Source: an optimization exercise on an open RTL-to-GDS flow (aim: small area). Production flows keep margins and buffers that such runs may drop. The RTL was checked by simulation tests, not by an equivalence proof against the original design. Power is estimated from default activity; no workload was simulated.

==> ember: inputs <==
Design fft_core, start of the top module:
module fft_core (
   input               clk,
   input               rst_n,
   input        [3:0]  cfg_point,
   input               cfg_ifft,
   input        [5:0]  cfg_scaling,
   input               in_valid,
   input        [31:0] in_data,
   output logic        out_valid,
   output logic [31:0] out_data
);
export LEC_CHECK = 0
export CAP_MARGIN = 20
export CORE_MARGIN = 2
export CORE_UTILIZATION = 40
export SLEW_MARGIN = 20
export SYNTH_MEMORY_MAX_BITS = 65536
create_clock -name core_clock -period 20.0 [get_ports {clk}]
run.sh (not shown) runs the stock make flow with config.mk's settings and CLKGATE_MAP_FILE= SYNTH_SCRIPT=/design/flow/synth_recipe.tcl, a recipe that flattens the netlist after the stock synthesis.
==> willow: changes against ember <==
Settings changed: ABC_AREA set to 1, CAP_MARGIN 20 to 0, CORE_UTILIZATION 40 to 60, SLEW_MARGIN 20 to 0.
==> comparison table <==
| quantity | willow | ember |
|---|---|---|
| Outcome | timing/DRC/antenna clean | timing/DRC/antenna clean |
| Multi-input combinational cell area | 14,200 um2 | 16,300 um2 |
| Relative area of clock buffers and inverters in the final design | 4.73% | 4.37% |
| Vias per inst | 5.72 | 5.51 |
| Met3 usage in global routing | 3.71% | 3.17% |
| Ratio of cells with drive above 1 in the final layout | 6.01% | 9.91% |
| Number of antenna violations at the first check in global routing | 0 | 1 |
| Logic inverters | 487 | 326 |
| Post-Route Skew | 0.0219 ns | 0.0179 ns |
| Fill cell count | 3,032 | 5,634 |
| Detail-routed net length per standard cell | 20.3 um | 21.6 um |
| Largest incremental delay on the critical path | 0.58 ns | 0.48 ns |
| Reg2Reg Setup Slack | 3.89 ns | 4.35 ns |
| Global-route wire length before repair | 101 mm | 112 mm |
| Detailed-routing iteration count for the pre-antenna-repair pass | 8 | 6 |
| Power consumed by combinational cells | 1.21 mW | 1.96 mW |
| Top-area cell type share of the netlist area | 28.5% | 26.7% |
| Syn avg cell area | 8.53 um2 | 9.63 um2 |
| Uppermost signal routing layer after detailed routing | met4 | met5 |
| Post-synthesis share of cell area spent on and, or, nand and nor gates | 9.94% | 8.44% |
| Aggregate global-route resource usage | 34.0% | 23.7% |
| Total power after layout | 2.58 mW | 3.41 mW |
| Buffer and inverter count on the worst path | 11 | 12 |
| Multi-input comb cells | 1,709 | 1,711 |
| Compound-gate portion of the synthesized area | 17.7% | 15.9% |
| Fraction of standard cell area in multi-input logic | 57.0% | 60.6% |

========
==> build 51 <==
fft_core, a different RTL version from the one above (not shown whole).
Settings: LEC_CHECK=0, CAP_MARGIN=0, CORE_MARGIN=2, CORE_UTILIZATION=75, CTS_BUF_LIST=sky130_fd_sc_hd__clkbuf_4 sky130_fd_sc_hd__clkbuf_8, CTS_CLUSTER_DIAMETER=60, CTS_CLUSTER_SIZE=20, GPL_TIMING_DRIVEN=0, PLACE_DENSITY=0.85, SLEW_MARGIN=0, SYNTH_HIERARCHICAL=1, SYNTH_MEMORY_MAX_BITS=65536; clock period 20.0 ns.
standard.sh (not shown) runs the stock make flow with config.mk's settings and CLKGATE_MAP_FILE= SYNTH_SCRIPT=/design/flow/synth_recipe.tcl, a recipe that flattens the netlist after the stock synthesis.
==> flow/flow/run.sh <==
#!/bin/bash
# Layout flow: the standard flow (standard.sh: ORFS from the standard
# synthesis script to finish) with these settings changed:
#  - ABC maps the logic between registers with an area-oriented script
#    (flow/abc_speed.script, used in place of ORFS's script of that name;
#    registers are mapped before ABC runs, so they are unchanged);
#  - the port buffers that global placement inserts are buf_2 cells;
#  - clock tree synthesis inserts no dummy loads.
# make's full output goes to flow_make.log in the work folder; ORFS keeps
# each step's log under orfs/logs/.
set -euo pipefail
rm -rf scripts_abc
cp -r "$FLOW_HOME/scripts" scripts_abc
cp flow/abc_speed.script scripts_abc/abc_speed.script
bash standard.sh \
  "SCRIPTS_DIR=$PWD/scripts_abc" \
  "BUFFER_PORTS_ARGS=-buffer_cell sky130_fd_sc_hd__buf_2" \
  "CTS_ARGS=-sink_clustering_enable -repair_clock_nets -dont_use_dummy_load -buf_list {sky130_fd_sc_hd__clkbuf_4 sky130_fd_sc_hd__clkbuf_8} -sink_clustering_size 20 -sink_clustering_max_diameter 60" \
  finish > flow_make.log 2>&1
==> flow/flow/abc_speed.script <==
&get -n
&st
&dch
&nf -a -R 1000 -E 100 -F 8 -A 6
&put
topo
stime -c
==> trial 58 (differences from build 51) <==
--- a/flow/flow/run.sh
+++ b/flow/flow/run.sh
@@ -5,5 +5,5 @@
 #    (flow/abc_speed.script, used in place of ORFS's script of that name;
 #    registers are mapped before ABC runs, so they are unchanged);
-#  - the port buffers that global placement inserts are buf_2 cells;
+#  - the port buffers that global placement inserts are buf_1 cells;
 #  - clock tree synthesis inserts no dummy loads.
 # make's full output goes to flow_make.log in the work folder; ORFS keeps
@@ -15,5 +15,5 @@
 bash standard.sh \
   "SCRIPTS_DIR=$PWD/scripts_abc" \
-  "BUFFER_PORTS_ARGS=-buffer_cell sky130_fd_sc_hd__buf_2" \
+  "BUFFER_PORTS_ARGS=-buffer_cell sky130_fd_sc_hd__buf_1" \
   "CTS_ARGS=-sink_clustering_enable -repair_clock_nets -dont_use_dummy_load -buf_list {sky130_fd_sc_hd__clkbuf_4 sky130_fd_sc_hd__clkbuf_8} -sink_clustering_size 20 -sink_clustering_max_diameter 60" \
   finish > flow_make.log 2>&1
==> flow/flow/abc_speed.script (replaced) <==
&get -n
&st
&dch
&nf -a -R 1000 -E 100 -F 8 -A 6
&st
&dch
&nf -a -R 1000 -E 100 -F 8 -A 6
&put
topo
stime -c
GPL_TIMING_DRIVEN = unset   (was 0)
==> trial 36 (differences from build 51) <==
--- a/flow/flow/run.sh
+++ b/flow/flow/run.sh
@@ -15,5 +15,5 @@
 bash standard.sh \
   "SCRIPTS_DIR=$PWD/scripts_abc" \
-  "BUFFER_PORTS_ARGS=-buffer_cell sky130_fd_sc_hd__buf_2" \
+  "BUFFER_PORTS_ARGS=-buffer_cell sky130_fd_sc_hd__buf_1" \
   "CTS_ARGS=-sink_clustering_enable -repair_clock_nets -dont_use_dummy_load -buf_list {sky130_fd_sc_hd__clkbuf_4 sky130_fd_sc_hd__clkbuf_8} -sink_clustering_size 20 -sink_clustering_max_diameter 60" \
   finish > flow_make.log 2>&1
GPL_TIMING_DRIVEN = unset   (was 0)
==> notes <==
Of trial 58 and build 51, trial 58 has the higher register-to-register slack (gap 0.08 ns).
Sequential share of layout area: build 51 < trial 36 < trial 58.
Against build 51, the final area of trial 36 is smaller by about 1%.
In die area, trial 36 and build 51 do not differ.
Against trial 36, the clock power of build 51 is larger by about 4%.

## re-timing with driven ports
Ports are ideal in the flow. The routed layouts listed here were re-timed in OpenROAD.
Step 1 sets driving cells, clkbuf_16 on the clock port and buf_2 on the other inputs (assumed; they add their load-dependent delay and slew).
Step 2 moves the port delays by t, midway between the first and last clock arrival at a register: inputs arrive t later, outputs are due t later. That takes back most of the time a late clock gives input paths.
Slacks: no drivers / after step 1 / after step 2; pairs: no drivers / after step 1.
run | shift t [ns] | setup WS [ns] | worst slew at a driven data input, ns | pins driven straight from the clock port
ember | 0.611 | 0.534 / 0.478 / 0.304 | 0.07 | 1
willow | 0.594 | 0.573 / 0.518 / 0.164 | 0.05 | 1
build 51 | 0.619 | 0.392 / 0.346 / 0.012 | 0.04 | 1
trial 58 | 0.611 | 0.299 / 0.250 / 0.861 | 0.03 | 1
trial 36 | 0.603 | 0.335 / 0.289 / 0.892 | 0.05 | 1
After both steps every run listed still meets setup and hold. For willow, which loses most, drivers alone change the setup slack by -0.055 ns; drivers and shift together by -0.409 ns.
